What follows belongs to an exercise in optimizing a design on an open flow for small area and a short achievable clock period; a production flow would make more cautious choices. No activity file was given, so power comes from the tool's default toggle rates.

## main
==> flow/design.v (excerpt) <==
module lab4(Dout, Din, clk, reset);
output  [17:0]  Dout;
input   [7:0]   Din;
input           clk, reset;
reg [7:0] r0, r1, r2, r3, r4, r5, r6, r7, r8, r9, r10;
reg [16:0] s;
wire nrst;
invm u_nrst (.a(reset), .y(nrst));
wire [7:0] nDin;
invm u_nd0 (.a(Din[0]), .y(nDin[0]));
invm u_nd1 (.a(Din[1]), .y(nDin[1]));
invm u_nd2 (.a(Din[2]), .y(nDin[2]));
invm u_nd3 (.a(Din[3]), .y(nDin[3]));
invm u_nd4 (.a(Din[4]), .y(nDin[4]));
invm u_nd5 (.a(Din[5]), .y(nDin[5]));
invm u_nd6 (.a(Din[6]), .y(nDin[6]));
invm u_nd7 (.a(Din[7]), .y(nDin[7]));
wire pas1, pac2;
ha upas1 (.a(r1[0]), .b(r7[0]), .s(pas1), .co(pac2));
wire pas3, pac4;
fa upas3 (.a(r1[1]), .b(r7[1]), .c(pac2), .s(pas3), .co(pac4));
wire pas5, pac6;
fa upas5 (.a(r1[2]), .b(r7[2]), .c(pac4), .s(pas5), .co(pac6));
wire pas7, pac8;
fa upas7 (.a(r1[3]), .b(r7[3]), .c(pac6), .s(pas7), .co(pac8));
wire pas9, pac10;
fa upas9 (.a(r1[4]), .b(r7[4]), .c(pac8), .s(pas9), .co(pac10));
wire pas11, pac12;
fa upas11 (.a(r1[5]), .b(r7[5]), .c(pac10), .s(pas11), .co(pac12));
wire pas13, pac14;
fa upas13 (.a(r1[6]), .b(r7[6]), .c(pac12), .s(pas13), .co(pac14));
wire pas15, pac16;
fa upas15 (.a(r1[7]), .b(r7[7]), .c(pac14), .s(pas15), .co(pac16));
wire pbs17, pbc18;
xnor2m upbs17 (.a(r2[0]), .b(r6[0]), .y(pbs17));
or2m upbc18 (.a(r2[0]), .b(r6[0]), .y(pbc18));
wire pbs19, pbc20;
fa upbs19 (.a(r2[1]), .b(r6[1]), .c(pbc18), .s(pbs19), .co(pbc20));
wire pbs21, pbc22;
fa upbs21 (.a(r2[2]), .b(r6[2]), .c(pbc20), .s(pbs21), .co(pbc22));
wire pbs23, pbc24;
fa upbs23 (.a(r2[3]), .b(r6[3]), .c(pbc22), .s(pbs23), .co(pbc24));
wire pbs25, pbc26;
fa upbs25 (.a(r2[4]), .b(r6[4]), .c(pbc24), .s(pbs25), .co(pbc26));
wire pbs27, pbc28;
fa upbs27 (.a(r2[5]), .b(r6[5]), .c(pbc26), .s(pbs27), .co(pbc28));
wire pbs29, pbc30;
  ...
clock: 13.0 ns
lec_check: 0
cap_margin: 20
core_margin: 2
core_utilization: 40
cts_buf_list: sky130_fd_sc_hd__clkbuf_8
slew_margin: 20
synth_hierarchical: 1
synth_minimum_keep_size: 0
standard.sh (not shown) runs the stock make flow with config.mk's settings and CLKGATE_MAP_FILE= SYNTH_SCRIPT=/design/flow/synth_recipe.tcl, a recipe that flattens the netlist after the stock synthesis.
==> flow/flow/run.sh <==
#!/bin/bash
# The standard layout (standard.sh) with two changes to the resizer's
# settings: the port buffers are plain buffers (BUF) instead of the delay-cell
# footprint-mates buffer_ports picks by default, and repair_timing aims for a
# setup slack margin of MARGIN ns.
set -euo pipefail
MARGIN=5.6
BUF=sky130_fd_sc_hd__buf_2
export BUFFER_PORTS_ARGS="-buffer_cell $BUF"
sed -e "s/\"\${@:-finish}\"/SETUP_SLACK_MARGIN=$MARGIN \"\${@:-finish}\"/" standard.sh > standard_margin.sh
grep -q "SETUP_SLACK_MARGIN=$MARGIN" standard_margin.sh
bash standard_margin.sh > standard.log 2>&1
Inputs modified between main and the feature branch:
--- a/flow/flow/run.sh
+++ b/flow/flow/run.sh
@@ -7 +7 @@
-MARGIN=5.6
+MARGIN=5
Results
- The relative area of clock buffers and inverters in the final design of the feature branch and that of main are within noise of each other.
- Final cell count without fillers: the feature branch and main compared, lower one is the feature branch
- Number of detailed-routing iterations run before antenna repair: lower on main
- Comparing the feature branch and main, the higher part of the power in combinational logic was measured on main.
Function was not checked in any run of this note: the RTL went through the layout flow alone.

-- re-timing with driven ports --
How much do the figures lean on ideal ports? The routed layouts below were timed once more, with nothing changed but the port constraints. Step 1: set_driving_cell puts a clkbuf_16 on clk and a buf_2 on each other input, an assumption about the parent block. Step 2 moves the port delays by t, midway between the first and last clock arrival at a register: inputs arrive t later, outputs are due t later. That takes back most of the time a late clock gives input paths. a / b / c = ideal ports / drivers / drivers and shift; a / b = the first two.
| run | t (ns) | setup slack, ns | latest minus earliest clock arrival (ns) | worst slew at a driven data input, ns |
|---|---|---|---|---|
| main | 0.424 | 5.733 / 5.707 / 5.600 | 0.021 / 0.021 | 0.04 |
| the feature branch | 0.424 | 5.475 / 5.475 / 5.396 | 0.020 / 0.021 | 0.03 |
After both steps every run listed still meets setup and hold. The setup slack of main, which loses most, moves by -0.026 ns with the drivers and by -0.133 ns with both steps.
